From an optimization exercise on the open Yosys and OpenROAD flow, aimed at small area, a short achievable clock period and few clock cycles; shortcuts taken in it are not production practice. Only simulation tests tie the RTL to the original design; equivalence was not proved. In every run shown here, the design's own scripts or RTL, not TritonCTS, make the clock network. The clock port is modelled as an ideal driver, which makes a skipped or thinned clock tree look cheaper than it is; a real chip needs a root buffer or a tree. No activity file was given, so power comes from the tool's default toggle rates.

**flow/design.v**
```verilog
`timescale 1ns/10ps
module ELA(clk, rst, in_data, data_rd, req, wen, addr, data_wr, done);
	input				clk;
	input				rst;
	input		[7:0]	in_data;
	input		[7:0]	data_rd;
	output				req;
	output	reg			wen;
	output	reg	[9:0]	addr;
	output	reg	[7:0]	data_wr;
	output	reg			done;
	reg			nreq;
	assign req = ~nreq;
	reg			s0, s1, s2;
	wire		main = s0 | s1 | s2;
	wire [4:0] col = addr[4:0];
	wire [3:0] rf = addr[9:6];
	wire kge2 = |col[4:1];				 
	wire klow = &col[4:2] & (col[1] | col[0]);	 
	wire last = addr[5] & klow & (rf == 4'd14);	 
	reg	[7:0]	xr, v, yr, p, q;
	reg	[7:0]	dreg, bd;
	reg	[7:0]	sreg, bs;
	wire [7:0] sum8, dm;
	ela_eval u_eval (.x(xr), .y(yr), .s(sum8), .d(dm));
	wire bzero = &bd;
	wire lt = ~bzero & ((&dreg) | (dreg < bd));
	reg cen;
	wire upd = s1 | (lt & cen);
	always @(posedge clk) begin
		dreg <= dm;
		sreg <= sum8;
		if (upd) begin
			bd <= dreg;
			bs <= sreg;
		end
		if (s0) begin
			xr <= v;
			v <= xr;
		end else if (s1)
			xr <= data_rd;
		if (s0)
			yr <= data_wr;
		else if (s1)
			yr <= q;
		else
			yr <= p;
		if (s1) begin
			p <= yr;
			q <= p;
		end
		cen <= s1 ? kge2 : s2 ? ~col[4] | ~col[3] | ~col[2] | ~col[1] : 1'b0;
		data_wr <= s1 ? bs : in_data;
		if (!main && !wen)
			addr <= 10'd31;
		else begin
			addr[4:0] <= col + (s1 ? 5'd30 : s2 ? 5'd3 : s0 ? 5'd0 : 5'd1);
			addr[5] <= s1;
			if (!main)
				addr[9:6] <= {3'd0, nreq & (&col)};
			else if (s0 || (s1 && !kge2))
				addr[9:6] <= rf - 4'd1;
			else if (s2)
				addr[9:6] <= rf + ((addr[5] & klow) ? 4'd2 : 4'd1);
		end
	end
	always @(posedge clk or posedge rst) begin
		if (rst) begin
			s0 <= 1'b0;
			s1 <= 1'b0;
			s2 <= 1'b0;
			nreq <= 1'b0;
			wen <= 1'b0;
			done <= 1'b0;
		end else if (done) begin
			nreq <= 1'b1;
			wen <= 1'b0;
		end else if (!main) begin
			wen <= 1'b1;
			if (wen && col == 5'd30)
				nreq <= 1'b1;
			if (nreq && col == 5'd31)
				s0 <= 1'b1;
		end else begin
			s0 <= s2;
			s1 <= s0;
			s2 <= s1;
			nreq <= ~s0;
			if (s2) begin
				wen <= ~last;
				if (last && col == 5'd31) begin
					done <= 1'b1;
					s0 <= 1'b0;
					wen <= 1'b0;
				end
			end else
				wen <= s1;
		end
	end
endmodule
module ela_eval(x, y, s, d);
	input		[7:0]	x, y;
	output		[7:0]	s, d;
	wire [7:0] yn = ~y;
	wire [7:0] sp = x ^ y;	 
	wire [7:0] ep = x ^ yn;	 
	reg [7:0] sg, sq, eg, eq;	 
	integer l, i, t;
	always @(*) begin
		sg = x & y;
		sq = sp;
		eg = x & yn;
		eq = ep;
		for (l = 0; l < 3; l = l + 1)
			for (i = 0; i < 8; i = i + 1)
				if ((i >> l) & 1) begin
					t = ((i >> (l + 1)) << (l + 1)) + (1 << l) - 1;
					sg[i] = sg[i] | (sq[i] & sg[t]);
					sq[i] = sq[i] & sq[t];
					eg[i] = eg[i] | (eq[i] & eg[t]);
					eq[i] = eq[i] & eq[t];
				end
	end
	wire [8:0] sum = {sg[7], sp ^ {sg[6:0], 1'b0}};
	wire [7:0] e0 = ep ^ {eg[6:0], 1'b0};
	wire [7:0] e1 = ep ^ {eg[6:0] | eq[6:0], 1'b1};
	assign s = sum[8:1];
	assign d = eg[7] ? e0 : ~e1;
endmodule
```
**flow/flow/run.sh**
```bash
#!/bin/bash
# Own layout flow: the standard ORFS flow (standard.sh), except that
# - the clock tree is built by flow/cts.tcl, a copy of ORFS's cts.tcl whose
#   TritonCTS call is replaced by one level of clock buffers fed by the clock
#   port (manual_clock_tree there);
# - flow/env.sh may set MAKEVARS, extra ORFS variables for the steps after
#   synthesis. Synthesis is the standard one, unchanged.
# Every tool's output goes to a log in this folder.
set -euo pipefail
W=$(pwd)
rm -rf "$W/scripts"
cp -r "$FLOW_HOME/scripts" "$W/scripts"
cp "$W/flow/cts.tcl" "$W/scripts/cts.tcl"
export SCRIPTS_DIR="$W/scripts"
export CLKTREE_NBUF=4
export CLKTREE_BUF=sky130_fd_sc_hd__clkbuf_16
MAKEVARS=()
if [ -f "$W/flow/env.sh" ]; then source "$W/flow/env.sh"; fi
bash standard.sh synth > "$W/flow_synth.log" 2>&1
for step in floorplan place cts finish; do
  bash standard.sh "${MAKEVARS[@]}" $step > "$W/flow_$step.log" 2>&1
done
test -s "$W/out/final.def"
```
**flow/flow/cts.tcl**
```tcl
utl::set_metrics_stage "cts__{}"
source $::env(SCRIPTS_DIR)/load.tcl
source $::env(SCRIPTS_DIR)/lec_check.tcl
erase_non_stage_variables cts
load_design 3_place.odb 3_place.sdc
source_step_tcl PRE CTS

# Clone clock tree inverters next to register loads
# so cts does not try to buffer the inverted clocks.
repair_clock_inverters

proc save_progress { stage } {
  puts "Run 'make gui_$stage.odb' to load progress snapshot"
  orfs_write_db $::env(RESULTS_DIR)/$stage.odb
  orfs_write_sdc $::env(RESULTS_DIR)/$stage.sdc
}

# Run CTS
set cts_args [list \
  -sink_clustering_enable \
  -repair_clock_nets]

append_env_var cts_args CTS_BUF_DISTANCE -distance_between_buffers 1
append_env_var cts_args CTS_CLUSTER_SIZE -sink_clustering_size 1
append_env_var cts_args CTS_CLUSTER_DIAMETER -sink_clustering_max_diameter 1
append_env_var cts_args CTS_BUF_LIST -buf_list 1
append_env_var cts_args CTS_LIB_NAME -library 1


if { [env_var_exists_and_non_empty CTS_ARGS] } {
  set cts_args $::env(CTS_ARGS)
}

set_dont_use $::env(DONT_USE_CELLS)

proc kmeans_groups { pts nb } {
  set xs [lsort -real [lmap p $pts {lindex $p 0}]]
  set ys [lsort -real [lmap p $pts {lindex $p 1}]]
  set x0 [lindex $xs 0]; set x1 [lindex $xs end]
  set y0 [lindex $ys 0]; set y1 [lindex $ys end]
  set cent {}
  set side [expr {int(ceil(sqrt($nb)))}]
  set rows [expr {int(ceil(double($nb) / $side))}]
  for {set i 0} {$i < $nb} {incr i} {
    set cx [expr {$i % $side}]; set cy [expr {$i / $side}]
    lappend cent [list [expr {$x0 + ($cx + 0.5) / $side * ($x1 - $x0)}] [expr {$y0 + ($cy + 0.5) / $rows * ($y1 - $y0)}]]
  }
  # balanced k-means: no group takes more than its share of the points
  set cap [expr {int(ceil(double([llength $pts]) / $nb))}]
  for {set iter 0} {$iter < 40} {incr iter} {
    set pairs {}
    set n 0
    foreach p $pts {
      for {set i 0} {$i < $nb} {incr i} {
        set c [lindex $cent $i]
        lappend pairs [list [expr {abs([lindex $p 0] - [lindex $c 0]) + abs([lindex $p 1] - [lindex $c 1])}] $n $i]
      }
      incr n
    }
    set grp [lrepeat $nb {}]
    set cnt [lrepeat $nb 0]
    set done [lrepeat [llength $pts] 0]
    foreach pr [lsort -real -index 0 $pairs] {
      lassign $pr d n i
      if {[lindex $done $n] || [lindex $cnt $i] >= $cap} { continue }
      lset done $n 1
      lset cnt $i [expr {[lindex $cnt $i] + 1}]
      lset grp $i [concat [lindex $grp $i] [list [lindex $pts $n]]]
    }
    set newc {}
    for {set i 0} {$i < $nb} {incr i} {
      set g [lindex $grp $i]
      if {[llength $g] == 0} { lappend newc [lindex $cent $i]; continue }
      set sx 0; set sy 0
      foreach p $g { set sx [expr {$sx + [lindex $p 0]}]; set sy [expr {$sy + [lindex $p 1]}] }
      lappend newc [list [expr {double($sx) / [llength $g]}] [expr {double($sy) / [llength $g]}]]
    }
    set cent $newc
  }
  return [list $grp $cent]
}

# Drive each group of iterms (points {x y iterm}) from a new buffer of
# master bufname placed at the group's centre, fed by net src; returns the
# buffers' input points.
proc buffer_groups { grp cent bufname src prefix } {
  set block [ord::get_db_block]
  set master [[ord::get_db] findMaster $bufname]
  set ins {}
  for {set i 0} {$i < [llength $grp]} {incr i} {
    set g [lindex $grp $i]
    if {[llength $g] == 0} { continue }
    set inst [odb::dbInst_create $block $master ${prefix}$i]
    set net [odb::dbNet_create $block clknet_${prefix}$i]
    $net setSigType CLOCK
    foreach p $g { set it [lindex $p 2]; $it disconnect; $it connect $net }
    set c [lindex $cent $i]
    set x [expr {int([lindex $c 0]) - [$master getWidth] / 2}]
    set y [expr {int([lindex $c 1]) - [$master getHeight] / 2}]
    $inst setLocation $x $y
    $inst setPlacementStatus PLACED
    [$inst findITerm A] connect $src
    [$inst findITerm X] connect $net
    lappend ins [list [lindex $c 0] [lindex $c 1] [$inst findITerm A]]
    puts "clock buffer ${prefix}$i ($bufname) drives [llength $g] pins"
  }
  return $ins
}

proc manual_clock_tree { } {
  set block [ord::get_db_block]
  set clknet [[$block findBTerm clk] getNet]
  set pts {}
  foreach it [$clknet getITerms] {
    set b [[$it getInst] getBBox]
    lappend pts [list [expr {([$b xMin] + [$b xMax]) / 2.0}] [expr {([$b yMin] + [$b yMax]) / 2.0}] $it]
  }
  if {[info exists ::env(CLKTREE_LEAF)] && $::env(CLKTREE_LEAF) ne ""} {
    lassign [kmeans_groups $pts $::env(CLKTREE_NLEAF)] grp cent
    set pts [buffer_groups $grp $cent $::env(CLKTREE_LEAF) $clknet clkleaf_]
  }
  lassign [kmeans_groups $pts $::env(CLKTREE_NBUF)] grp cent
  buffer_groups $grp $cent $::env(CLKTREE_BUF) $clknet clkroot_
  set_propagated_clock [all_clocks]
}
manual_clock_tree

utl::push_metrics_stage "cts__{}__pre_repair_timing"
log_cmd estimate_parasitics -placement
if { $::env(DETAILED_METRICS) } {
  report_metrics 4 "cts pre-repair-timing"
}
utl::pop_metrics_stage

set_placement_padding -global \
  -left $::env(CELL_PAD_IN_SITES_DETAIL_PLACEMENT) \
  -right $::env(CELL_PAD_IN_SITES_DETAIL_PLACEMENT)

set result [catch { detailed_placement } msg]
if { $result != 0 } {
  save_progress 4_1_error
  error "Detailed placement failed in CTS: $msg"
}

log_cmd estimate_parasitics -placement

if { $::env(CTS_SNAPSHOTS) } {
  save_progress 4_1_pre_repair_hold_setup
}

if { !$::env(SKIP_CTS_REPAIR_TIMING) } {
  if { $::env(EQUIVALENCE_CHECK) } {
    write_eqy_verilog 4_before_rsz.v
  }
  if { $::env(LEC_CHECK) } {
    write_lec_verilog 4_before_rsz_lec.v
  }

  repair_timing_helper

  if { $::env(EQUIVALENCE_CHECK) } {
    run_equivalence_test
  }
  if { $::env(LEC_CHECK) } {
    write_lec_verilog 4_after_rsz_lec.v
    run_lec_test 4_rsz 4_before_rsz_lec.v 4_after_rsz_lec.v
  }

  set result [catch { detailed_placement } msg]
  if { $result != 0 } {
    save_progress 4_1_error
    error "Detailed placement failed in CTS: $msg"
  }

  check_placement -verbose
}

report_metrics 4 "cts final"

source_step_tcl POST CTS

orfs_write_db $::env(RESULTS_DIR)/4_1_cts.odb
orfs_write_sdc $::env(RESULTS_DIR)/4_cts.sdc
```
**flow/flow/env.sh**
```bash
export BUFFER_PORTS_ARGS="-buffer_cell sky130_fd_sc_hd__buf_2"
```
**flow/standard.sh**
```bash
#!/bin/bash
# synth_recipe.tcl (not shown) runs the flow's synth.tcl, then flattens the netlist and writes it again
# the make line also repeats each setting of config.mk as NAME=value (left out here)
make -C /OpenROAD-flow-scripts/flow DESIGN_CONFIG=/design/flow/config.mk WORK_HOME=/design/flow/orfs CLKGATE_MAP_FILE= SYNTH_SCRIPT=/design/flow/synth_recipe.tcl "${@:-finish}"
```
**flow/config.mk**
```make
export PLATFORM = sky130hd
export DESIGN_NAME = ELA
export DESIGN_NICKNAME = ELA
export VERILOG_FILES = /design/flow/design.v
export SDC_FILE = /design/flow/constraint.sdc
export NUM_CORES = 8
export LEC_CHECK = 0
export CAP_MARGIN = 20
export CORE_MARGIN = 2
export CORE_UTILIZATION = 40
export SETUP_SLACK_MARGIN = 2.95
export SLEW_MARGIN = 20
export SYNTH_HIERARCHICAL = 1
```
**flow/constraint.sdc**
```tcl
create_clock -name core_clock -period 5.0 [get_ports {clk}]
set_input_delay 1.0000 -clock core_clock [delete_from_list [all_inputs] [get_ports {clk}]]
set_output_delay 1.0000 -clock core_clock [all_outputs]
set_load 0.01 [all_outputs]
```
==> results_dict.tcl, run 1 <==
set metrics [dict create \
    status "no timing/DRC/antenna violations" \
    antenna_found_initial 0 \
    ff2ff_path_depth 11 \
    crit_path_start_kind "flip-flop" \
    drc 0 \
    hpwlAfterDp_mm 5.46 \
    path_clk_slew_ns 0.10 \
    cp_cell_sequence "inv_2 > ha_1 > inv_1 > fa_2 > nand3b_1 > nand2_2 > inv_2 > fa_2 > o21ai_2 > mux2i_1 > xnor2_1" \
    via_per_inst 4.89 \
    final_net_count 464 \
    ys_types 53 \
    ios 39 \
    synth.avg_cell_area_sq_um 12.4 \
    layout_commonest_cell "edfxtp_1" \
    worstPathMaxFanout 3 \
    area_delta_synth_final_pct 15.8 \
    worst_ep_arrival_time_ns 2.08 \
    synthCells 355 \
    drive_gt1_share_pct 29.1 \
    die_y_microns 109 \
    finalMaxSlewViolations 0 \
    synthArstFlopShare_pct 6.19 \
    fillers 971 \
    timing.setup.tns_ns 0 \
    endpoint "dreg[5]" \
    grt_use_total_pct 13.6 \
    core-area_sq_um 10800 \
    portBuffers 38 \
    yosysWarnings 8 \
    fin_util_pct 47.1 \
    period_share_pct 40.6 \
    syn-cell-area_sq_um 4390 \
    cp_slowest_stage_delay_ns 0.37 \
    hold_viol_final 0 \
    grt-busiest-layer "met2" \
    synth-edff-count 48 \
    gr-usage-met2_pct 22.5 \
    synth_ff_type "edfxtp_1" \
    drt_iter0_drc 155 \
    wirelength_mm 8.30 \
    dieArea_sq_um 11800 \
    grt_util_met3_pct 0.777 \
    leakage_nw 2.18 \
    routedWlPerCell_microns 15.2 \
    maxCapViolCount 0 \
    finalSetupViolations 0 \
    final_antenna_net_count 0 \
    criticalPathCategory "flip-flop to flip-flop" \
    r2r-start "yr[0]" \
    hold_path.class "flip-flop to flip-flop" \
    overflow 0 \
    cts_hold_buf 0 \
    layout_setup_ws_ns 2.97 \
    seq_area_frac_synth_pct 55.9 \
    stdcell_count 546 \
    gp_congestion 0.803 \
    tightest_slew_ns 0.475 \
    ff2ff_setup_slack_ns 2.97 \
    globalRouteMet1Util_pct 20.4 \
    irDropWorstVdd_mv 0.238 \
    clk_latency_ns 0.16 \
    die_w_microns 109 \
    fin_skew_ns 0.00953 \
    grt_pass1_vias 2516 \
    r2r_end "dreg[5]" \
    period_needed_ns 2.03 \
    powerDensity_nw_per_um2 287 \
    grt_max_degree 26 \
    ys_ff_latch 97 \
    final_cell_mix "edfxtp_1, dfxtp_1, buf_2, inv_1, ha_1" \
    rsz0062_at_grt "yes" \
    fmax_mhz 493 \
    grt_pass1_wl_mm 13.0 \
    crit_start "yr[0]" \
    num_rows 38 \
    syn_nets 411 \
    hold-worst-slack_ns 0.411 \
    required_ns 5.05 \
    vias 2670 \
    initial_core_util_pct 40.7 \
    firstDrtPassIters 4 \
    relSlewSlack_pct 68.3 \
    placed_cells 522 \
    place_ws_ns 2.73 \
    crit_slowest_cell "dfxtp_4" \
    n_antenna_cell 0 \
    endpoint_kind "flip-flop" \
]
==> synthesized netlist by cell type (all sizes together) (6+ instances only) <==
| library cell | count | area, sq um |
|---|---|---|
| xnor2 | 11 | 96.3 |
| dfrtp | 6 | 150 |
| inv | 38 | 143 |
| mux2i | 15 | 150 |
| fa | 8 | 160 |
| nand2 | 23 | 88.8 |
| a21oi | 14 | 73.8 |
| nor2 | 10 | 37.5 |
| o21ai | 18 | 93.8 |
| ha | 30 | 375 |
| mux2 | 18 | 203 |
| nand3 | 6 | 30.0 |
| dfxtp | 43 | 861 |
| nand4 | 9 | 56.3 |
| buf | 8 | 60.1 |
| edfxtp | 48 | 1440 |
==> layer usage <==
metal	wire length, microns	vias up
met1	4090	1283
met3	243	9
met5	0	-
li1	-	1342
met2	3850	36
met4	116	0
==> logic make-up (layout without fill, tap and decap cells) <==
family / count (synthesis) / count (layout) / share of synthesized area [%]
DFF: 97 / 97 / 55.9
buffers and inverters: 51 / 102 / 5.10
xor gates and xnor gates: 16 / 16 / 3.19
AOI/OAI and AO/OA: 55 / 55 / 8.12
adders and majority gates: 38 / 38 / 12.2
and+or+nand+nor: 65 / 65 / 7.47
muxes: 33 / 33 / 8.04
==> final cells by class <==
class	count	area (sq um)	area share, %
timing repair buffer	59	384	7.56
tap	140	175	3.45
multi-input combinational	207	1800	35.4
sequential	97	2470	48.6
buffer	4	100	1.97
inverter	39	151	2.98
==> state kept, by name (all words and copies together) (netlist names), 8 cells and up <==
name     count
addr        10
bd           8
bs           8
data_wr      8
dreg         8
p            8
q            8
sreg         8
v            8
xr           8
yr           8
==> what timing repair did <==
item	in CTS	in global routing
resized for setup	13	16
pin swaps	3	9
buffers inserted	7	13
endpoints found under the hold margin	0	0
endpoints found under the setup margin	26	28
==> worst min path at each step <==
stage / from / to / slack, ns / cells after the start
finish: sreg[4] / bs[4] / 0.41 / 0
global route: sreg[6] / bs[6] / 0.42 / 0
CTS: sreg[7] / bs[7] / 0.41 / 0
detailed placement: sreg[7] / bs[7] / 0.39 / 0
global placement: sreg[1] / bs[1] / 0.39 / 0
floorplan: sreg[0] / bs[0] / 0.39 / 0
==> metrics by stage <==
step	area, sq um	power (mW)
after floorplan	4440	1.05
after global placement	4720	1.09
after detailed placement	4720	1.10
after CTS	4930	1.44
after global routing	5080	1.52
final	5080	1.46
==> power by group <==
group	leakage (nW)	internal (mW)	total (mW)	switching, mW
Sequential	0.900	0.904	0.935	0.0310
Combinational	1.23	0.0805	0.170	0.0893
Clock	0.0493	0.147	0.352	0.205
Total	2.18	1.13	1.46	0.325
==> worst max-delay path: cells and delay by family, from the launching register on <==
kind | cells | cell delay [ns]
AOI/OAI and AO/OA | 1 | 0.06
adders and majority gates | 3 | 0.82
muxes | 1 | 0.09
buffers and inverters | 3 | 0.14
xor gates and xnor gates | 1 | 0.13
DFF | 1 | 0.37
and+or+nand+nor | 2 | 0.29
==> Yosys stat by module (local to each module, per instance) <==
module    times used  cells inside  area [sq um]
ela_eval           1            94           777
ELA                1           261          3610
Testbench counts, summed over its fixed seeds: cycles 47,392.
==> run 2, diff against run 1 <==
--- a/flow/config.mk
+++ b/flow/config.mk
@@ -10,3 +10,3 @@
 export CORE_UTILIZATION = 40
-export SETUP_SLACK_MARGIN = 2.95
+export SETUP_SLACK_MARGIN = 3.0
 export SLEW_MARGIN = 20
==> run 2 against run 1 <==
Against the previous run: power rose by 1.9%; setup slack worse by 0.011 ns; flip-flop and latch count unchanged; register-to-register slack hardly changed; critical path type unchanged; first-iteration DRC count down 35%; wire length up 1.1%; clock power shrank 4%; synthesized cell count stayed put; worst hold slack improved by 0.0021 ns; still clean on timing, DRC and antenna.
==> results_dict.tcl, run 2 <==
set metrics [dict create \
    status "no timing/DRC/antenna violations" \
    worstPathMaxFanout 3 \
    vias 2693 \
    cp_slowest_stage_delay_ns 0.40 \
    ys_types 53 \
    crit_slowest_cell "edfxtp_1" \
    regMostFlops "addr" \
    required_ns 5.05 \
    gp_congestion 0.814 \
    period_share_pct 40.8 \
    fin_skew_ns 0.00779 \
    finalMaxSlewViolations 0 \
    final_cell_mix "edfxtp_1, buf_2, dfxtp_1, inv_1, ha_1" \
    syn-cell-area_sq_um 4390 \
    fillers 965 \
    hpwlAfterDp_mm 5.60 \
    clk_latency_ns 0.16 \
    drt_iter0_drc 100 \
    portBuffers 38 \
    syn_nets 411 \
    criticalPathCategory "flip-flop to flip-flop" \
    irDropWorstVdd_mv 0.180 \
    relSlewSlack_pct 69.0 \
    core-area_sq_um 10800 \
    overflow 0 \
    yosysWarnings 8 \
    timing.setup.tns_ns 0 \
    crit_path_start_kind "flip-flop" \
    synth.most_common_cell "edfxtp_1" \
    synthArstFlopShare_pct 6.19 \
    synth-edff-count 48 \
    tightest_slew_ns 0.464 \
    grt_pass1_wl_mm 13.1 \
    dieArea_sq_um 11800 \
    ys_ff_latch 97 \
    globalRouteMet1Util_pct 20.8 \
    grt-busiest-layer "met2" \
    initial_core_util_pct 40.7 \
    cp_cell_sequence "ha_2 > inv_2 > fa_2 > nand3b_1 > nand2_2 > inv_2 > fa_2 > o21ai_1 > mux2i_1 > xnor2_1" \
    synthCells 355 \
    firstDrtPassIters 5 \
    fin_util_pct 47.8 \
    endpoint_kind "flip-flop" \
    grt_use_total_pct 13.8 \
    rsz0062_at_grt "yes" \
    grt_max_degree 27 \
    synthMuxAreaShare_pct 8.04 \
    hold_path.class "flip-flop to flip-flop" \
    grt_util_met3_pct 0.658 \
    synth.avg_cell_area_sq_um 12.4 \
    synthTopCellsByCount "edfxtp_1, dfxtp_1, inv_1" \
    maxCapViolCount 0 \
    seq_area_frac_synth_pct 55.9 \
    drc 0 \
    yosys.area.top_type "edfxtp_1" \
    synthXorXnorAreaFrac_pct 3.19 \
    powerDensity_nw_per_um2 288 \
    antenna_found_initial 0 \
    drive_gt1_share_pct 32.2 \
    final_antenna_net_count 0 \
    seqCellArea_sq_um 2480 \
    finalSetupViolations 0 \
    multi_input_area_sq_um 1860 \
    grt_pass1_vias 2600 \
    final_net_count 465 \
    die_y_microns 109 \
    ios 39 \
    layout_commonest_cell "edfxtp_1" \
    path_clk_slew_ns 0.10 \
    synthSimpleGateAreaFrac_pct 7.47 \
    num_rows 38 \
    wirelength_mm 8.39 \
    leakage_nw 2.18 \
    synthAdderAreaFrac_pct 12.2 \
    via_per_inst 4.92 \
    synth_ff_type "edfxtp_1" \
    synth_top_area_share_pct 32.8 \
    cts_hold_buf 0 \
    worst_ep_arrival_time_ns 2.09 \
    gr-usage-met2_pct 22.8 \
    n_antenna_cell 0 \
    die_w_microns 109 \
    synthTopCellsByArea "edfxtp_1, dfxtp_1, ha_1, mux2_2, fa_1" \
    fmax_mhz 490 \
    routedWlPerCell_microns 15.3 \
    synth_top_family_by_area "adder cells" \
    area_delta_synth_final_pct 17.5 \
    synth-compound-area-share_pct 8.12 \
    largest_reg_flops 10 \
    period_needed_ns 2.04 \
    hold_viol_final 0 \
]
==> run 2: cell counts after synthesis <==
No cell type changed its count.
==> run 2: per-module statistics from Yosys (local to each module, per instance) <==
| module | times used | flops+latches | area [sq um] | cells |
|---|---|---|---|---|
| ELA | 1 | 97 | 3610 | 261 |
| ela_eval | 1 | 0 | 777 | 94 |
==> run 2: cell families (layout without fill, tap and decap cells) <==
family | after synthesis | in the layout
flip-flops | 97 | 97
AND/OR/NAND/NOR | 65 | 65
AO/OA/AOI/OAI | 55 | 55
buffers and inverters | 51 | 103
adder cells (fa/ha/maj) | 38 | 38
multiplexers | 33 | 33
XOR/XNOR | 16 | 16
==> run 2: critical path: cells and delay by family (launching register included) <==
kind,cells,cell delay (ns)
adder cells (fa/ha/maj),3,0.85
flip-flops,1,0.40
AND/OR/NAND/NOR,2,0.30
XOR/XNOR,1,0.12
multiplexers,1,0.09
buffers and inverters,2,0.08
AO/OA/AOI/OAI,1,0.08
==> run 2: where the power goes <==
group / leakage (nW) / switching, mW / internal (mW) / total (mW)
clock network: 0.0493 / 0.192 / 0.147 / 0.339
logic: 1.23 / 0.101 / 0.110 / 0.210
registers: 0.900 / 0.0312 / 0.904 / 0.935
total: 2.18 / 0.324 / 1.16 / 1.48
==> run 2: routing by layer <==
| metal | vias to the layer above | wire, microns |
|---|---|---|
| met1 | 1321 | 4140 |
| met5 | - | 0 |
| met3 | 9 | 221 |
| li1 | 1338 | - |
| met2 | 25 | 3920 |
| met4 | 0 | 111 |
==> run 2: area by class of cell <==
class | count | area share (%)
flip-flops and latches | 97 | 48.0
multi-input cells | 207 | 36.1
repair buffers | 60 | 7.59
well taps | 140 | 3.40
inverters | 39 | 2.93
plain buffers | 4 | 1.94
==> run 2: timing repair <==
item / 4_1_cts / 5_1_grt
endpoints found under the setup margin: 31 / 30
setup buffers: 12 / 9
endpoints found under the hold margin: 0 / 0
gates resized for setup: 19 / 28
pin swaps: 5 / 16
==> run 2: path summary, 6_finish.rpt <==
check	from	endpoint	slack (ns)	cells past startpoint
setup / recovery	xr[0]	dreg[5]	2.96	10
hold / removal	sreg[0]	bs[0]	0.41	0
setup reg to reg	xr[0]	dreg[5]	2.96	10
hold reg to reg	sreg[0]	bs[0]	0.41	0
max in group asynchronous	rst	s1	4.03	2
min in group asynchronous	rst	nreq	0.74	2
==> run 2: stage by stage <==
stage                     instances  cell area, sq um  worst slack [ns]  hold WS [ns]  power, mW
after floorplan                 355              4450              2.96         0.386       1.05
after global placement          522              4720              2.78         0.388       1.09
after detailed placement        522              4720              2.70         0.390       1.10
after CTS                       538              5000              2.95         0.414       1.47
after global routing            547              5160              2.85         0.422       1.55
final                           547              5160              2.96         0.413       1.48
==> run 3, diff against run 2 <==
--- a/flow/config.mk
+++ b/flow/config.mk
@@ -10,3 +10,3 @@
 export CORE_UTILIZATION = 40
-export SETUP_SLACK_MARGIN = 3.0
+export SETUP_SLACK_MARGIN = 2.8
 export SLEW_MARGIN = 20
==> run 3 against run 2 <==
Against the previous run: sequential share of layout area up 2.2 points; wire length down 6.8%; largest cell class unchanged; maximum frequency down 4.5%; first-iteration DRC count up 20%.
==> results_dict.tcl, run 3 <==
set metrics [dict create \
    status "no timing/DRC/antenna violations" \
    syn-cell-area_sq_um 4390 \
    grt_max_degree 46 \
    fin_util_pct 45.5 \
    layout_commonest_cell "edfxtp_1" \
    irDropWorstVdd_mv 0.185 \
    antenna_found_initial 0 \
    crit_start "s0" \
    timing.setup.tns_ns 0 \
    largest_reg_flops 10 \
    worstPathMaxFanout 12 \
    finalMaxSlewViolations 0 \
    syn_nets 411 \
    required_ns 5.05 \
    wirelength_mm 7.82 \
    portBuffers 38 \
    crit_path_start_kind "flip-flop" \
    hold_path.class "flip-flop to flip-flop" \
    firstDrtPassIters 4 \
    vias 2606 \
    area_delta_synth_final_pct 11.8 \
    synth_top_area_share_pct 32.8 \
    drt_iter0_drc 120 \
    ff2ff_setup_slack_ns 2.86 \
    path_clk_slew_ns 0.10 \
    yosysWarnings 8 \
    synthArstFlopShare_pct 6.19 \
    maxCapViolCount 0 \
    n_antenna_cell 0 \
    final_cell_mix "edfxtp_1, dfxtp_1, buf_2, inv_1, ha_1" \
    num_rows 38 \
    die_y_microns 109 \
    drc 0 \
    synth-edff-count 48 \
    endpoint_kind "flip-flop" \
    via_per_inst 4.90 \
    period_share_pct 42.7 \
    final_antenna_net_count 0 \
    fin_skew_ns 0.0121 \
    leakage_nw 2.11 \
    hpwlAfterDp_mm 5.43 \
    grt_use_total_pct 13.2 \
    hold_viol_final 0 \
    synth.most_common_cell "edfxtp_1" \
    dieArea_sq_um 11800 \
    synthTopCellsByArea "edfxtp_1, dfxtp_1, ha_1, mux2_2, fa_1" \
    ys_ff_latch 97 \
    routedWlPerCell_microns 14.7 \
    r2r_end "addr[9]" \
    r2r-start "s0" \
    ys_types 53 \
    initial_core_util_pct 40.7 \
    seq_area_frac_synth_pct 55.9 \
    synthCells 355 \
    grt_pass1_wl_mm 12.6 \
    drive_gt1_share_pct 23.2 \
    tightest_slew_ns 0.540 \
    fmax_mhz 468 \
    endpoint "addr[9]" \
    period_needed_ns 2.14 \
    criticalPathCategory "flip-flop to flip-flop" \
    yosys.area.top_type "edfxtp_1" \
    seqCellArea_sq_um 2460 \
    grt_pass1_vias 2424 \
    fillers 997 \
    clk_latency_ns 0.16 \
    multi_input_area_sq_um 1750 \
    finalSetupViolations 0 \
    core-area_sq_um 10800 \
    regMostFlops "addr" \
    rsz0062_at_grt "yes" \
    synth.avg_cell_area_sq_um 12.4 \
    worst_ep_arrival_time_ns 2.18 \
    powerDensity_nw_per_um2 292 \
    synth_ff_type "edfxtp_1" \
    overflow 0 \
    final_net_count 450 \
    ff2ff_path_depth 7 \
    die_w_microns 109 \
    gp_congestion 0.850 \
    ios 39 \
    synthTopCellsByCount "edfxtp_1, dfxtp_1, inv_1" \
    relSlewSlack_pct 63.5 \
]
## run 3: cell types whose count changed in the layout (fill, tap and decap cells not counted), sizes merged
cell    previous run  this run
inv               38        39
buf               60        44
clkinv             1         0
clkbuf             4         5
## run 3: area by class of cell
cell class                 instances  area share, %
sequential                        97           50.2
multi-input combinational        207           35.6
timing repair buffer              45           5.63
tap                              140           3.57
inverter                          39           3.03
buffer                             4           2.04
## run 3: cell families after synthesis
group                    Yosys count  synth area share, %
AND/OR/NAND/NOR                   65                 7.47
buffers and inverters             51                 5.10
multiplexers                      33                 8.04
adder cells (fa/ha/maj)           38                 12.2
XOR/XNOR                          16                 3.19
AO/OA/AOI/OAI                     55                 8.12
flip-flops                        97                 55.9
## run 3: per-stage QoR
| stage | worst slack (ns) | hold slack [ns] | power, mW | cell area, sq um | instances |
|---|---|---|---|---|---|
| final | 2.86 | 0.410 | 1.43 | 4910 | 532 |
| after detailed placement | 2.62 | 0.389 | 1.10 | 4690 | 522 |
| after global routing | 2.72 | 0.420 | 1.51 | 4910 | 532 |
| after floorplan | 2.84 | 0.386 | 1.05 | 4390 | 355 |
| after CTS | 2.74 | 0.413 | 1.43 | 4820 | 527 |
| after global placement | 2.70 | 0.386 | 1.09 | 4690 | 522 |
## run 3: how the worst min path moves through the flow
stage                     endpoint  cells past startpoint  slack (ns)  startpoint
after global placement       bs[1]                      0        0.39     sreg[1]
after CTS                    bs[5]                      0        0.41     sreg[5]
final                        bs[5]                      0        0.41     sreg[5]
after floorplan              bs[0]                      0        0.39     sreg[0]
after global routing         bs[0]                      0        0.42     sreg[0]
after detailed placement     bs[0]                      0        0.39     sreg[0]
## run 3: where the power goes
part	total, mW	leakage [nW]	internal (mW)	switching, mW
Combinational	0.164	1.16	0.0760	0.0881
Clock	0.335	0.0493	0.147	0.188
Sequential	0.936	0.899	0.905	0.0310
## run 3: critical path, stage by stage (launching register included)
cell	delay, ns
dfrtp_4	0.58
a21oi_2	0.25
inv_4	0.09
ha_1	0.33
a21o_1	0.16
a31oi_1	0.21
nor2_1	0.07
o311a_1	0.32
## run 3: repair_timing
action / CTS / global route
setup buffers: 1 / 5
resized for setup: 5 / 13
endpoints found under the setup margin: 21 / 24
pin swaps: 0 / 3
gates cloned: 0 / 0
hold buffers: 0 / 0
## run 3: Yosys stat by module (local to each module, per instance)
| module | flip-flops and latches | copies in the design | cells | area, sq um |
|---|---|---|---|---|
| ELA | 97 | 1 | 261 | 3610 |
| ela_eval | 0 | 1 | 94 | 777 |
## run 3: per-layer routing
layer | vias to the layer above | GRT usage (%) | routed length [microns]
met5 | - | 0 | 0
met4 | 0 | 0.916 | 62
met3 | 4 | 1.14 | 269
met2 | 43 | 20.9 | 3590
met1 | 1249 | 20.6 | 3890
li1 | 1310 | - | -
==> run 4, diff against run 3 <==
--- a/flow/config.mk
+++ b/flow/config.mk
@@ -10,3 +10,3 @@
 export CORE_UTILIZATION = 40
-export SETUP_SLACK_MARGIN = 2.8
+export SETUP_SLACK_MARGIN = 2.7
 export SLEW_MARGIN = 20
==> run 4 against run 3 <==
Against the previous run: still clean; synthesized area is the same; final cell count shrank 0.56%; register-to-register slack lost 0.12 ns; synthesized cell count is the same; critical endpoint unchanged; highest routed layer unchanged.
==> results_dict.tcl, run 4 <==
set metrics [dict create \
    leakage_nw 2.09 \
    place_area_sq_um 4690 \
    place_ws_ns 2.58 \
    grt_use_total_pct 13.1 \
    die_y_microns 109 \
    fmax_mhz 444 \
    tightest_slew_ns 0.602 \
    seq_area_frac_synth_pct 55.9 \
    cp_slowest_stage_delay_ns 0.61 \
    final_net_count 447 \
    path_clk_slew_ns 0.09 \
    ys_types 53 \
    synthTopCellsByArea "edfxtp_1, dfxtp_1, ha_1, mux2_2, fa_1" \
    synthCells 355 \
    drt_iter0_drc 96 \
    period_needed_ns 2.25 \
    rsz0062_at_grt "yes" \
    cp_cell_sequence "a21oi_2 > clkinv_2 > ha_1 > a21o_1 > a31oi_1 > nor2_1 > o311a_1" \
    hold_path.class "flip-flop to flip-flop" \
    status "no timing/DRC/antenna violations" \
    synth.avg_cell_area_sq_um 12.4 \
    yosysWarnings 8 \
    stdcell_count 529 \
    worstPathMaxFanout 21 \
    hold_viol_final 0 \
    synth_top_area_share_pct 32.8 \
    antenna_found_initial 0 \
    syn_nets 411 \
    crit_slowest_cell "dfrtp_4" \
    synth_ff_type "edfxtp_1" \
    n_antenna_cell 0 \
    dieArea_sq_um 11800 \
    core-area_sq_um 10800 \
    intPower_mw 1.13 \
    clockPowerShare_pct 23.6 \
    via_per_inst 4.93 \
    initial_core_util_pct 40.7 \
    ys_ff_latch 97 \
    portBuffers 38 \
    period_share_pct 45.1 \
    finish.instance_area_sq_um 4840 \
    layout_setup_ws_ns 2.75 \
    powerDensity_nw_per_um2 298 \
    fillers 998 \
    criticalPathCategory "flip-flop to flip-flop" \
    overflow 0 \
    drc 0 \
    endpoint_kind "flip-flop" \
    syn-cell-area_sq_um 4390 \
    grt_pass1_vias 2479 \
    cts_hold_buf 0 \
    synth-edff-count 48 \
    worst_ep_arrival_time_ns 2.30 \
    die_w_microns 109 \
    pwr-share-comb_pct 11.5 \
    irDropWorstVdd_mv 0.147 \
    synth.most_common_cell "edfxtp_1" \
    largest_reg_flops 10 \
    switching_share_pct 21.9 \
    placed_cells 523 \
    synthArstFlopShare_pct 6.19 \
    timing.setup.tns_ns 0 \
    vias 2607 \
    layout_commonest_cell "edfxtp_1" \
    num_rows 38 \
    yosys.area.top_type "edfxtp_1" \
    ff2ff_setup_slack_ns 2.75 \
    gp_congestion 0.826 \
    hold-worst-slack_ns 0.411 \
    firstDrtPassIters 4 \
    finalSetupViolations 0 \
    relSlewSlack_pct 59.4 \
    hpwlAfterDp_mm 5.83 \
    grt_pass1_wl_mm 12.6 \
    wirelength_mm 7.83 \
    fin_skew_ns 0.00640 \
    final_cell_mix "edfxtp_1, dfxtp_1, buf_2, inv_1, ha_1" \
    maxCapViolCount 0 \
    p_seq_share_pct 64.9 \
    final_antenna_net_count 0 \
    area_delta_synth_final_pct 10.3 \
    ios 39 \
    switchingPower_uw 316 \
    routedWlPerCell_microns 14.8 \
    clk_latency_ns 0.16 \
    finalMaxSlewViolations 0 \
    required_ns 5.05 \
    grt_max_degree 28 \
    regMostFlops "addr" \
    drive_gt1_share_pct 20.8 \
    synthTopCellsByCount "edfxtp_1, dfxtp_1, inv_1" \
    crit_path_start_kind "flip-flop" \
]
[run 4: per-layer routing]
| metal | routed length, microns | global-route usage (%) | part of all wire, % | vias to the layer above |
|---|---|---|---|---|
| li1 | - | - | - | 1309 |
| met1 | 3870 | 20.0 | 49 | 1255 |
| met2 | 3630 | 21.1 | 46 | 36 |
| met3 | 246 | 1.14 | 3.1 | 7 |
| met4 | 83 | 1.28 | 1.1 | 0 |
| met5 | 0 | 0 | 0 | - |
[run 4: worst max-delay path, delay by kind of cell, from the launching register on]
kind | cells | cell delay (ns)
adders and majority gates | 1 | 0.35
buffers and inverters | 1 | 0.16
DFF | 1 | 0.61
and+or+nand+nor | 1 | 0.07
AOI/OAI and AO/OA | 4 | 0.96
[run 4: layout make-up]
type | count | area, sq um | area share, %
Buffer | 4 | 100 | 2.07
Inverter | 39 | 148 | 3.05
Multi-Input combinational cell | 207 | 1730 | 35.6
Sequential cell | 97 | 2460 | 50.8
Tap cell | 140 | 175 | 3.62
Timing Repair Buffer | 42 | 236 | 4.88
[run 4: final timing paths]
kind / start / endpoint / cells after the start
max in group asynchronous: rst / s1 / 2
worst max register to register: s1 / addr[9] / 7
worst min register to register: sreg[1] / bs[1] / 0
worst min-delay path: sreg[1] / bs[1] / 0
worst max-delay path: s1 / addr[9] / 7
min in group asynchronous: rst / wen / 2
[run 4: kinds of logic after synthesis]
logic type	count (synthesis)	synth area share [%]
AO/OA/AOI/OAI	55	8.12
XOR/XNOR	16	3.19
adder cells (fa/ha/maj)	38	12.2
buffers and inverters	51	5.10
flip-flops	97	55.9
multiplexers	33	8.04
AND/OR/NAND/NOR	65	7.47
[run 4: through the flow]
step           power (mW)  util, %
2_1_floorplan        1.05        -
3_3_place_gp         1.09     43.5
3_5_place_dp         1.10     43.5
4_1_cts              1.43     44.4
5_1_grt              1.51     44.9
6_report             1.44     44.9
[run 4: power by group through the flow]
| stage | clock network, mW | registers [mW] | logic, mW |
|---|---|---|---|
| 6_report | 0.341 | 0.937 | 0.165 |
| 5_1_grt | 0.380 | 0.943 | 0.186 |
| 4_1_cts | 0.350 | 0.938 | 0.146 |
| 3_5_place_dp | 0 | 0.956 | 0.144 |
| 3_3_place_gp | 0 | 0.956 | 0.138 |
| 2_1_floorplan | 0 | 0.943 | 0.103 |
[run 4: modules after synthesis, one instance, submodules excluded]
module / copies in the design / cells
ELA: 1 / 261
ela_eval: 1 / 94
[run 4: what timing repair did]
action,in CTS,in global routing
resized for setup,2,6
setup buffers,0,2
pin swaps,0,1
endpoints found under the setup margin,17,23
==> run 5, diff against run 4 <==
--- a/flow/config.mk
+++ b/flow/config.mk
@@ -10,3 +10,3 @@
 export CORE_UTILIZATION = 40
-export SETUP_SLACK_MARGIN = 2.7
+export SETUP_SLACK_MARGIN = 2.9
 export SLEW_MARGIN = 20
==> run 5 against run 4 <==
Against the previous run: setup slack better by 0.24 ns; critical path depth up 1; critical endpoint unchanged; worst hold slack about the same; final cell count up 1.1%; still clean; highest routed layer unchanged.
==> results_dict.tcl, run 5 <==
set metrics [dict create \
    status "no timing/DRC/antenna violations" \
    ys_types 53 \
    criticalPathCategory "flip-flop to flip-flop" \
    fin_util_pct 46.1 \
    stdcell_count 535 \
    synth_ff_type "edfxtp_1" \
    rsz0062_at_grt "yes" \
    worstHoldStart "sreg[3]" \
    yosysWarnings 8 \
    r2r-start "addr[2]" \
    placed_cells 522 \
    gp_congestion 0.818 \
    ff2ff_setup_slack_ns 2.98 \
    synthTopCellsByCount "edfxtp_1, dfxtp_1, inv_1" \
    timing.setup.tns_ns 0 \
    grt_use_total_pct 13.5 \
    area_delta_synth_final_pct 13.4 \
    synthTopCellsByArea "edfxtp_1, dfxtp_1, ha_1, mux2_2, fa_1" \
    ys_ff_latch 97 \
    regMostFlops "addr" \
    fillers 1014 \
    drive_gt1_share_pct 25.3 \
    vias 2685 \
    powerDensity_nw_per_um2 290 \
    relSlewSlack_pct 68.6 \
    die_y_microns 109 \
    path_clk_slew_ns 0.09 \
    required_ns 5.06 \
    layout_commonest_cell "edfxtp_1" \
    maxCapViolCount 0 \
    wirelength_mm 8.02 \
    grt_pass1_vias 2510 \
    die_w_microns 109 \
    firstDrtPassIters 4 \
    tightest_slew_ns 0.470 \
    core-area_sq_um 10800 \
    leakage_nw 2.13 \
    fin_skew_ns 0.00739 \
    dieArea_sq_um 11800 \
    num_rows 38 \
    initial_core_util_pct 40.7 \
    final_antenna_net_count 0 \
    overflow 0 \
    fmax_mhz 496 \
    cp_cell_sequence "nor4_4 > a21oi_4 > clkinv_4 > ha_4 > a21o_1 > a31oi_2 > nor2_1 > o311a_1" \
    ios 39 \
    drc 0 \
    crit_path_start_kind "flip-flop" \
    drt_iter0_drc 176 \
    grt_max_degree 27 \
    layout_setup_ws_ns 2.98 \
    clk_latency_ns 0.16 \
    worst_ep_arrival_time_ns 2.07 \
    n_antenna_cell 0 \
    top_layer "met4" \
    place_ws_ns 2.74 \
    seq_area_frac_synth_pct 55.9 \
    syn-cell-area_sq_um 4390 \
    irDropWorstVdd_mv 0.291 \
    worstPathMaxFanout 9 \
    cp_slowest_stage_delay_ns 0.39 \
    grt_pass1_wl_mm 12.9 \
    portBuffers 38 \
    synth.most_common_cell "edfxtp_1" \
    final_net_count 453 \
    crit_slowest_cell "nor4_4" \
    crit_start "addr[2]" \
    power.total_mw 1.44 \
    hold_viol_final 0 \
    synth.avg_cell_area_sq_um 12.4 \
    finalSetupViolations 0 \
    yosys.area.top_type "edfxtp_1" \
    met2_length_mm 3.68 \
    period_needed_ns 2.02 \
    hpwlAfterDp_mm 5.46 \
    endpoint_kind "flip-flop" \
    finalMaxSlewViolations 0 \
    synth-edff-count 48 \
    cts_hold_buf 0 \
    final_cell_mix "edfxtp_1, dfxtp_1, buf_2, inv_1, ha_1" \
    synthArstFlopShare_pct 6.19 \
    period_share_pct 40.3 \
    hold_path.class "flip-flop to flip-flop" \
    route.met3.wl_microns 281 \
    syn_nets 411 \
    largest_reg_flops 10 \
    wl_met1_mm 3.96 \
    synthCells 355 \
    synth_top_area_share_pct 32.8 \
    routedWlPerCell_microns 15.0 \
    via_per_inst 5.02 \
    antenna_found_initial 0 \
]
-- run 5: cell types whose count changed in the layout (fill, tap and decap cells not counted), moves of 2 or more --
cell,delta
buf_4,+4
a21oi_1,-2
fa_2,+3
dfxtp_1,-2
ha_1,-3
dfxtp_2,+2
ha_2,+2
fa_1,-3
-- run 5: what timing repair did --
item / in CTS / in global routing
buffers inserted: 3 / 6
setup endpoints to repair: 24 / 28
endpoints found under the hold margin: 0 / 0
resized for setup: 8 / 12
pin swaps: 0 / 7
-- run 5: per-stage QoR --
| stage | hold slack [ns] | instance area [sq um] |
|---|---|---|
| global placement | 0.387 | 4720 |
| finish | 0.411 | 4980 |
| detailed placement | 0.389 | 4720 |
| global route | 0.421 | 4980 |
| CTS | 0.412 | 4890 |
| floorplan | 0.386 | 4430 |
-- run 5: worst paths after layout --
| path | to | cells after the start |
|---|---|---|
| min in group asynchronous | wen | 2 |
| hold reg to reg | bs[3] | 0 |
| hold / removal | bs[3] | 0 |
| max in group asynchronous | s1 | 2 |
| setup reg to reg | addr[9] | 8 |
| setup / recovery | addr[9] | 8 |
-- run 5: worst max-delay path: cells and delay by family (launching register included) --
family	cells	cell delay [ns]
AOI/OAI and AO/OA	4	0.78
and+or+nand+nor	2	0.45
buffers and inverters	1	0.10
DFF	1	0.38
adders and majority gates	1	0.21
-- run 5: power breakdown --
part,internal [mW],switching [mW],total (mW)
Clock,0.147,0.199,0.346
Sequential,0.905,0.0317,0.937
Combinational,0.0757,0.0851,0.161
Total,1.13,0.315,1.44
-- run 5: logic make-up (layout without fill, tap and decap cells) --
family          after synthesis  in the layout  synth area share [%]
flops                        97             97                  55.9
xor+xnor                     16             16                  3.19
simple gates                 65             65                  7.47
compound gates               55             55                  8.12
fa+ha+maj                    38             38                  12.2
buf+inv                      51             91                  5.10
mux                          33             33                  8.04
-- run 5: per-module statistics from Yosys (local to each module, per instance) --
module,cells inside,flip-flops and latches
ela_eval,94,0
ELA,261,97
-- run 5: metal layers --
layer	up-vias	GRT usage [%]
met1	1315	20.6
met2	38	21.9
li1	1324	-
met3	8	0.837
met4	0	1.74
met5	-	0
-- run 5: final cells by class --
class | count | area, sq um | area share (%)
Multi-Input combinational cell | 207 | 1780 | 35.7
Sequential cell | 97 | 2460 | 49.5
Tap cell | 140 | 175 | 3.52
Buffer | 4 | 100 | 2.01
Timing Repair Buffer | 48 | 308 | 6.18
Inverter | 39 | 151 | 3.04
==> run 6, diff against run 5 <==
--- a/flow/config.mk
+++ b/flow/config.mk
@@ -10,2 +10,3 @@
 export CORE_UTILIZATION = 40
+export PLACE_DENSITY = 0.7
 export SETUP_SLACK_MARGIN = 2.9
==> run 6 against run 5 <==
Against the previous run: still clean on timing, DRC and antenna; die area unchanged; global-route usage rose by 0.090 points; clock skew is 0.0038 ns lower; critical endpoint is now dreg[5]; largest cell class unchanged.
==> results_dict.tcl, run 6 <==
set metrics [dict create \
    hold_viol_final 0 \
    rsz0062_at_grt "yes" \
    grt_util_met3_pct 0.837 \
    worstPathMaxFanout 4 \
    seq_area_frac_synth_pct 55.9 \
    synth_ff_type "edfxtp_1" \
    via_per_inst 5.00 \
    firstDrtPassIters 5 \
    synthCells 355 \
    drive_gt1_share_pct 25.4 \
    routedWlPerCell_microns 15.6 \
    timing.setup.tns_ns 0 \
    final_antenna_net_count 0 \
    period_share_pct 41.2 \
    grt_pass1_wl_mm 13.0 \
    initial_core_util_pct 40.7 \
    cp_cell_sequence "ha_2 > inv_2 > fa_2 > nand3b_1 > nand2_2 > inv_2 > fa_2 > o21ai_1 > mux2i_1 > xnor2_1" \
    grt_pass1_vias 2569 \
    ios 39 \
    path_delay_family "adder cells" \
    syn_nets 411 \
    drc 0 \
    tightest_slew_ns 0.526 \
    core-area_sq_um 10800 \
    gr-usage-met2_pct 23.5 \
    portBuffers 38 \
    final_cell_mix "edfxtp_1, dfxtp_1, buf_2, inv_1, ha_1" \
    ff2ff_setup_slack_ns 2.94 \
    die_y_microns 109 \
    worst_ep_arrival_time_ns 2.11 \
    layout_setup_ws_ns 2.94 \
    fin_util_pct 46.2 \
    fin_skew_ns 0.00361 \
    n_antenna_cell 0 \
    wirelength_mm 8.38 \
    die_w_microns 109 \
    synth-edff-count 48 \
    hpwlAfterDp_mm 5.96 \
    grt_max_degree 28 \
    grt-busiest-layer "met2" \
    grt_use_total_pct 13.6 \
    globalRouteMet1Util_pct 19.6 \
    syn-cell-area_sq_um 4390 \
    finalMaxSlewViolations 0 \
    synthArstFlopShare_pct 6.19 \
    status "no timing/DRC/antenna violations" \
    fmax_mhz 486 \
    place_ws_ns 2.69 \
    leakage_nw 2.14 \
    maxCapViolCount 0 \
    ys_ff_latch 97 \
    yosys.area.top_type "edfxtp_1" \
    final_net_count 456 \
    endpoint_kind "flip-flop" \
    dieArea_sq_um 11800 \
    synthTopCellsByArea "edfxtp_1, dfxtp_1, ha_1, mux2_2, fa_1" \
    cp_slowest_stage_delay_ns 0.41 \
    layout_commonest_cell "edfxtp_1" \
    yosysWarnings 8 \
    path_clk_slew_ns 0.09 \
    synthTopCellsByCount "edfxtp_1, dfxtp_1, inv_1" \
    area_delta_synth_final_pct 13.7 \
    crit_slowest_cell "edfxtp_1" \
    synth.most_common_cell "edfxtp_1" \
    placed_cells 522 \
    clk_latency_ns 0.16 \
    irDropWorstVdd_mv 0.163 \
    criticalPathCategory "flip-flop to flip-flop" \
    antenna_found_initial 0 \
    crit_path_start_kind "flip-flop" \
    finalSetupViolations 0 \
    hold-worst-slack_ns 0.412 \
    ys_types 53 \
    num_rows 38 \
    drt_iter0_drc 218 \
    seqCellArea_sq_um 2460 \
    required_ns 5.05 \
    fillers 979 \
    synth_top_area_share_pct 32.8 \
    cts_hold_buf 0 \
    gp_congestion 0.849 \
    stdcell_count 538 \
    regMostFlops "addr" \
    relSlewSlack_pct 64.5 \
    critPathBufInv 2 \
    vias 2691 \
    largest_reg_flops 10 \
    period_needed_ns 2.06 \
    multi_input_area_sq_um 1780 \
    hold_path.class "flip-flop to flip-flop" \
    synth.avg_cell_area_sq_um 12.4 \
    overflow 0 \
    powerDensity_nw_per_um2 294 \
]
run 6: cell counts after synthesis:
Identical to the previous run, type by type.
run 6: kinds of logic after synthesis:
group | synth area share (%)
buffers and inverters | 5.10
flip-flops | 55.9
AND/OR/NAND/NOR | 7.47
adder cells (fa/ha/maj) | 12.2
AO/OA/AOI/OAI | 8.12
multiplexers | 8.04
XOR/XNOR | 3.19
run 6: per-stage QoR:
stage | area, sq um | total power, mW
2_1_floorplan | 4430 | 1.05
3_3_place_gp | 4720 | 1.09
3_5_place_dp | 4720 | 1.10
4_1_cts | 4920 | 1.47
5_1_grt | 4990 | 1.53
6_report | 4990 | 1.47
run 6: per-layer routing:
layer  wire length, microns  part of all wire [%]
met1                   3940                    47
met2                   4070                    49
met3                    240                   2.9
met4                    124                   1.5
met5                      0                     0
run 6: timing repair:
action                                 in CTS  in global routing
endpoints found under the hold margin       0                  0
setup endpoints to repair                  23                 25
pin swaps                                   3                  5
cloned                                      0                  0
setup buffers                               7                  5
gates resized for setup                     6                 12
run 6: cell type report:
class / count / area share (%)
multi-input combinational: 207 / 35.7
sequential: 97 / 49.4
inverter: 39 / 3.03
tap: 140 / 3.51
timing repair buffer: 51 / 6.42
buffer: 4 / 2.01
run 6: worst paths after layout:
| path | start | end | depth (start not counted) |
|---|---|---|---|
| worst max-delay path | xr[0] | dreg[5] | 10 |
| worst min-delay path | sreg[0] | bs[0] | 0 |
| worst max register to register | xr[0] | dreg[5] | 10 |
| worst min register to register | sreg[0] | bs[0] | 0 |
| max in group asynchronous | rst | s1 | 2 |
| min in group asynchronous | rst | done | 2 |
run 6: worst register-to-register path: stages (launching register included):
cell,delay (ns)
edfxtp_1,0.41
ha_2,0.19
inv_2,0.04
fa_2,0.33
nand3b_1,0.20
nand2_2,0.11
inv_2,0.05
fa_2,0.33
o21ai_1,0.08
mux2i_1,0.10
xnor2_1,0.13
run 6: Yosys stat by module (local to each module, per instance):
module / copies in the design / cells
ELA: 1 / 261
ela_eval: 1 / 94
run 6: power by group:
part           leakage (nW)  switching [mW]  internal (mW)
sequential            0.899          0.0333          0.905
combinational          1.19          0.0937         0.0943
clock                0.0493           0.192          0.147
total                  2.14           0.319           1.15
==> run 7, diff against run 6 <==
--- a/flow/config.mk
+++ b/flow/config.mk
@@ -9,4 +9,3 @@
 export CORE_MARGIN = 2
-export CORE_UTILIZATION = 40
-export PLACE_DENSITY = 0.7
+export CORE_UTILIZATION = 35
 export SETUP_SLACK_MARGIN = 2.9
==> run 7 against run 6 <==
Against the previous run: flip-flop and latch count did not move; wire length fell by 2.9%; cell area rose by 0.55%; final cell count rose by 4.6%; setup slack got worse by 0.0035 ns; synthesized area did not move; global-route usage fell by 1.8 points; core utilization fell by 4.8 points; register-to-register slack barely moved; largest cell class unchanged; highest routed layer unchanged.
==> results_dict.tcl, run 7 <==
set metrics [dict create \
    yosys.area.top_type "edfxtp_1" \
    vias 2648 \
    fillers 1187 \
    gp_congestion 0.777 \
    synthCells 355 \
    worstPathMaxFanout 4 \
    syn_nets 411 \
    hold_viol_final 0 \
    grt_pass1_vias 2478 \
    ff2ff_setup_slack_ns 2.94 \
    path_delay_family "adder cells" \
    ff2ff_path_depth 11 \
    firstDrtPassIters 4 \
    tightest_slew_ns 0.572 \
    antenna_found_initial 0 \
    leakage_nw 2.13 \
    min_to "bs[0]" \
    largest_reg_flops 10 \
    cp_slowest_stage_delay_ns 0.36 \
    via_per_inst 4.70 \
    path_clk_slew_ns 0.09 \
    syn-cell-area_sq_um 4390 \
    ios 39 \
    grt_pass1_wl_mm 12.8 \
    endpoint_kind "flip-flop" \
    relSlewSlack_pct 61.4 \
    irDropWorstVdd_mv 0.149 \
    regMostFlops "addr" \
    finalSetupViolations 0 \
    synth.avg_cell_area_sq_um 12.4 \
    r2r-start "yr[0]" \
    synth-edff-count 48 \
    seqCellArea_sq_um 2470 \
    cp_cell_sequence "inv_1 > ha_1 > inv_1 > fa_2 > nand3b_1 > nand2_2 > inv_2 > fa_2 > o21ai_1 > mux2i_1 > xnor2_1" \
    timing.setup.tns_ns 0 \
    final_antenna_net_count 0 \
    clk_latency_ns 0.16 \
    maxCapViolCount 0 \
    die_w_microns 116 \
    yosysWarnings 8 \
    drt_iter0_drc 139 \
    hold_depth 0 \
    rsz0062_at_grt "yes" \
    portBuffers 38 \
    finalMaxSlewViolations 0 \
    criticalPathCategory "flip-flop to flip-flop" \
    ys_types 53 \
    layout_setup_ws_ns 2.94 \
    period_share_pct 41.2 \
    grt_use_total_pct 11.8 \
    fmax_mhz 485 \
    ys_ff_latch 97 \
    crit_slowest_cell "fa_2" \
    r2r_end "dreg[5]" \
    synthTopCellsByArea "edfxtp_1, dfxtp_1, ha_1, mux2_2, fa_1" \
    routedWlPerCell_microns 14.5 \
    multi_input_area_sq_um 1800 \
    n_antenna_cell 0 \
    powerDensity_nw_per_um2 286 \
    area_delta_synth_final_pct 14.3 \
    fin_skew_ns 0.0111 \
    hpwlAfterDp_mm 5.81 \
    overflow 0 \
    hold-worst-slack_ns 0.411 \
    worstHoldStart "sreg[0]" \
    power.total_mw 1.43 \
    drc 0 \
    status "no timing/DRC/antenna violations" \
    num_rows 40 \
    critPathBufInv 3 \
    die_y_microns 116 \
    core-area_sq_um 12100 \
    synth_top_area_share_pct 32.8 \
    place_ws_ns 2.73 \
    grt_max_degree 33 \
    cts_hold_buf 0 \
    synth.most_common_cell "edfxtp_1" \
    dieArea_sq_um 13500 \
    synthArstFlopShare_pct 6.19 \
    wirelength_mm 8.14 \
    drive_gt1_share_pct 25.8 \
    required_ns 5.05 \
    period_needed_ns 2.06 \
    hold_path.class "flip-flop to flip-flop" \
    crit_path_start_kind "flip-flop" \
    layout_commonest_cell "edfxtp_1" \
    synthTopCellsByCount "edfxtp_1, dfxtp_1, inv_1" \
    worst_ep_arrival_time_ns 2.11 \
    final_cell_mix "edfxtp_1, dfxtp_1, buf_2, inv_1, ha_1" \
    initial_core_util_pct 36.2 \
    final_net_count 453 \
    seq_area_frac_synth_pct 55.9 \
    synth_ff_type "edfxtp_1" \
]
[run 7: cell types whose count changed in the layout (fill, tap and decap cells not counted), sizes merged]
cell,before,now
buf,51,48
[run 7: repair_timing]
action	4_1_cts	5_1_grt
setup buffers	2	7
pin swaps	1	8
gates resized for setup	6	18
setup endpoints to repair	24	25
[run 7: through the flow]
step	area, sq um	util (%)	instances
2_1_floorplan	4430	-	355
3_3_place_gp	4750	39.2	550
3_5_place_dp	4750	39.2	550
4_1_cts	4890	40.4	556
5_1_grt	5020	41.4	563
6_report	5020	41.4	563
[run 7: modules after synthesis, one instance, submodules excluded]
module | copies in the design | area [sq um] | flip-flops and latches
ELA | 1 | 3610 | 97
ela_eval | 1 | 777 | 0
[run 7: cell families after synthesis]
family / Yosys count / synth area share, %
flip-flops: 97 / 55.9
AND/OR/NAND/NOR: 65 / 7.47
AO/OA/AOI/OAI: 55 / 8.12
buffers and inverters: 51 / 5.10
adder cells (fa/ha/maj): 38 / 12.2
multiplexers: 33 / 8.04
XOR/XNOR: 16 / 3.19
[run 7: final cells by class]
cell class / count / area share, %
plain buffers: 4 / 1.99
inverters: 39 / 3.02
multi-input cells: 207 / 35.8
flip-flops and latches: 97 / 49.2
well taps: 168 / 4.19
repair buffers: 48 / 5.83
[run 7: worst max path at each step]
stage,from,to,slack [ns],cells past startpoint
2_1_floorplan,xr[0],dreg[5],2.92,10
3_3_place_gp,s0,addr[9],2.77,7
3_5_place_dp,xr[0],dreg[5],2.73,10
4_1_cts,yr[0],dreg[5],2.80,11
5_1_grt,yr[0],dreg[5],2.85,11
6_report,yr[0],dreg[5],2.94,11
[run 7: report_power, final]
| group | internal, mW | total, mW | switching, mW |
|---|---|---|---|
| clock | 0.147 | 0.333 | 0.186 |
| combinational | 0.0773 | 0.164 | 0.0872 |
| sequential | 0.904 | 0.937 | 0.0330 |
[run 7: worst reg2reg max path, cell delays in order (launching register included)]
cell	delay, ns
dfxtp_2	0.35
inv_1	0.05
ha_1	0.13
inv_1	0.05
fa_2	0.36
nand3b_1	0.21
nand2_2	0.10
inv_2	0.05
fa_2	0.34
o21ai_1	0.09
mux2i_1	0.10
xnor2_1	0.12
[run 7: routing by layer]
layer	vias up	part of all wire, %	GRT usage [%]
met1	1284	48	17.6
li1	1314	-	-
met5	-	0	0
met2	44	47	19.7
met3	6	3.6	0.732
met4	0	1.4	1.35
==> run 8, diff against run 7 <==
--- a/flow/config.mk
+++ b/flow/config.mk
@@ -9,3 +9,3 @@
 export CORE_MARGIN = 2
-export CORE_UTILIZATION = 35
+export CORE_UTILIZATION = 45
 export SETUP_SLACK_MARGIN = 2.9
==> run 8 against run 7 <==
Against the previous run: still clean; flip-flop and latch count stayed put; wire length is 2.4% lower; global-route usage increased by 3.4 points; register-to-register slack better by 0.02 ns; critical path type unchanged; largest power group unchanged.
==> results_dict.tcl, run 8 <==
set metrics [dict create \
    criticalPathCategory "flip-flop to flip-flop" \
    synth_ff_type "edfxtp_1" \
    clk_latency_ns 0.16 \
    via_per_inst 5.03 \
    gp_congestion 0.862 \
    synthTopCellsByArea "edfxtp_1, dfxtp_1, ha_1, mux2_2, fa_1" \
    synth-edff-count 48 \
    final_net_count 457 \
    power.total_mw 1.46 \
    grt_max_degree 26 \
    yosys.area.top_type "edfxtp_1" \
    path_clk_slew_ns 0.09 \
    largest_reg_flops 10 \
    layout_commonest_cell "edfxtp_1" \
    overflow 0 \
    place_area_sq_um 4710 \
    drc 0 \
    status "no timing/DRC/antenna violations" \
    portBuffers 38 \
    syn_nets 411 \
    final_cell_mix "edfxtp_1, dfxtp_1, buf_2, inv_1, ha_1" \
    switching_share_pct 21.4 \
    grt_pass1_wl_mm 12.8 \
    r2r-start "xr[0]" \
    finalMaxSlewViolations 0 \
    hold_depth 0 \
    syn-cell-area_sq_um 4390 \
    ff2ff_setup_slack_ns 2.95 \
    die_w_microns 103 \
    relSlewSlack_pct 66.4 \
    dieArea_sq_um 10600 \
    n_antenna_cell 0 \
    period_share_pct 40.9 \
    synthCells 355 \
    ios 39 \
    yosysWarnings 8 \
    num_rows 36 \
    stdcell_count 532 \
    finalSetupViolations 0 \
    routedWlPerCell_microns 14.9 \
    synth.most_common_cell "edfxtp_1" \
    tightest_slew_ns 0.503 \
    irDropWorstVdd_mv 0.213 \
    hold_viol_final 0 \
    ff2ff_path_depth 10 \
    p_seq_share_pct 64.0 \
    synthTopCellsByCount "edfxtp_1, dfxtp_1, inv_1" \
    rsz0062_at_grt "yes" \
    ys_types 53 \
    min_to "bs[1]" \
    placed_cells 515 \
    seq_area_frac_synth_pct 55.9 \
    endpoint_kind "flip-flop" \
    grt_use_total_pct 15.2 \
    required_ns 5.05 \
    regMostFlops "addr" \
    leakage_nw 2.15 \
    drive_gt1_share_pct 26.6 \
    crit_path_start_kind "flip-flop" \
    wirelength_mm 7.95 \
    die_y_microns 103 \
    fmax_mhz 489 \
    ys_ff_latch 97 \
    hpwlAfterDp_mm 5.45 \
    period_needed_ns 2.05 \
    worstHoldStart "sreg[1]" \
    hold_path.class "flip-flop to flip-flop" \
    initial_core_util_pct 45.5 \
    cts_hold_buf 0 \
    synth_top_area_share_pct 32.8 \
    area_delta_synth_final_pct 14.1 \
    synthArstFlopShare_pct 6.19 \
    pwr-share-comb_pct 13.0 \
    r2r_end "dreg[5]" \
    intPower_mw 1.15 \
    powerDensity_nw_per_um2 291 \
    timing.setup.tns_ns 0 \
    antenna_found_initial 0 \
    core-area_sq_um 9640 \
    synth.avg_cell_area_sq_um 12.4 \
    switchingPower_uw 313 \
    fin_util_pct 52.0 \
    finish.instance_area_sq_um 5010 \
    clockPowerShare_pct 23.0 \
    grt_pass1_vias 2567 \
    fin_skew_ns 0.0126 \
    vias 2677 \
    worstPathMaxFanout 4 \
    firstDrtPassIters 6 \
    drt_iter0_drc 95 \
    maxCapViolCount 0 \
    worst_ep_arrival_time_ns 2.10 \
    final_antenna_net_count 0 \
]
-- run 8: timing repair --
action / 4_1_cts / 5_1_grt
pin swaps: 4 / 6
setup endpoints to repair: 29 / 27
gates resized for setup: 7 / 16
buffers inserted: 9 / 4
-- run 8: worst max-delay path by stage --
stage / endpoint / from / depth (start not counted)
CTS: sreg[4] / yr[2] / 7
global route: dreg[5] / xr[0] / 10
floorplan: dreg[5] / xr[0] / 10
global placement: bs[6] / bd[5] / 6
finish: dreg[5] / xr[0] / 10
detailed placement: addr[4] / s1 / 10
-- run 8: power by group through the flow --
stage,combinational (mW),clock [mW],sequential (mW)
finish,0.190,0.335,0.933
global route,0.211,0.379,0.941
CTS,0.186,0.350,0.934
detailed placement,0.146,0,0.953
global placement,0.142,0,0.952
floorplan,0.103,0,0.943
-- run 8: kinds of logic after synthesis --
| logic type | Yosys count | synth area share [%] |
|---|---|---|
| AOI/OAI and AO/OA | 55 | 8.12 |
| adders and majority gates | 38 | 12.2 |
| buffers and inverters | 51 | 5.10 |
| xor gates and xnor gates | 16 | 3.19 |
| muxes | 33 | 8.04 |
| and+or+nand+nor | 65 | 7.47 |
| DFF | 97 | 55.9 |
-- run 8: layer usage --
layer | wire length [microns] | GRT usage [%] | vias up
li1 | - | - | 1321
met1 | 3810 | 22.2 | 1297
met2 | 3700 | 25.4 | 49
met3 | 268 | 1.08 | 10
met4 | 166 | 3.04 | 0
met5 | 0 | 0 | -
-- run 8: through the flow --
step	worst slack (ns)	hold slack, ns
2_1_floorplan	2.92	0.386
6_report	2.95	0.411
3_5_place_dp	2.63	0.392
3_3_place_gp	2.65	0.387
4_1_cts	2.90	0.414
5_1_grt	2.81	0.423
-- run 8: layout make-up --
cell class	count	area [sq um]
fillers	870	4630
multi-input cells	207	1790
inverters	39	151
repair buffers	52	335
plain buffers	4	100
flip-flops and latches	97	2470
well taps	133	166
-- run 8: worst max-delay path: stages, from the launching register on --
cell	delay, ns
edfxtp_1	0.41
ha_2	0.18
inv_1	0.04
fa_2	0.34
nand3b_1	0.20
nand2_2	0.09
inv_2	0.05
fa_2	0.34
o21ai_2	0.06
mux2i_1	0.10
xnor2_1	0.13
-- run 8: per-module statistics from Yosys (local to each module, per instance) --
module | cells | flops+latches | times used | cell area, sq um
ela_eval | 94 | 0 | 1 | 777
ELA | 261 | 97 | 1 | 3610

## port drivers added, routing unchanged
Ports are ideal in the flow. The routed layouts listed here were re-timed in OpenROAD.
Step 1, drivers: a clkbuf_16 drives clk and a buf_2 each remaining input, both assumed.
Step 2 moves the port delays by t, midway between the first and last clock arrival at a register: inputs arrive t later, outputs are due t later. That takes back most of the time a late clock gives input paths.
a / b / c = ideal ports / drivers / drivers and shift; a / b = the first two.
| run | shift t [ns] | setup WS [ns] | hold WS [ns] |
|---|---|---|---|
| run 1 | 0.239 | 2.971 / 2.971 / 2.971 | 0.411 / 0.411 / 0.411 |
| run 2 | 0.234 | 2.960 / 2.960 / 2.960 | 0.413 / 0.413 / 0.413 |
| run 3 | 0.237 | 2.864 / 2.864 / 2.864 | 0.410 / 0.410 / 0.410 |
| run 4 | 0.236 | 2.746 / 2.746 / 2.746 | 0.411 / 0.411 / 0.411 |
| run 5 | 0.237 | 2.983 / 2.983 / 2.983 | 0.411 / 0.411 / 0.411 |
| run 6 | 0.232 | 2.942 / 2.941 / 2.941 | 0.412 / 0.412 / 0.412 |
| run 7 | 0.236 | 2.938 / 2.938 / 2.938 | 0.411 / 0.411 / 0.411 |
| run 8 | 0.236 | 2.954 / 2.954 / 2.954 | 0.411 / 0.411 / 0.411 |
After both steps every run listed still meets setup and hold. For run 6, which loses most, drivers alone change the setup slack by -0.001 ns; drivers and shift together by -0.001 ns.
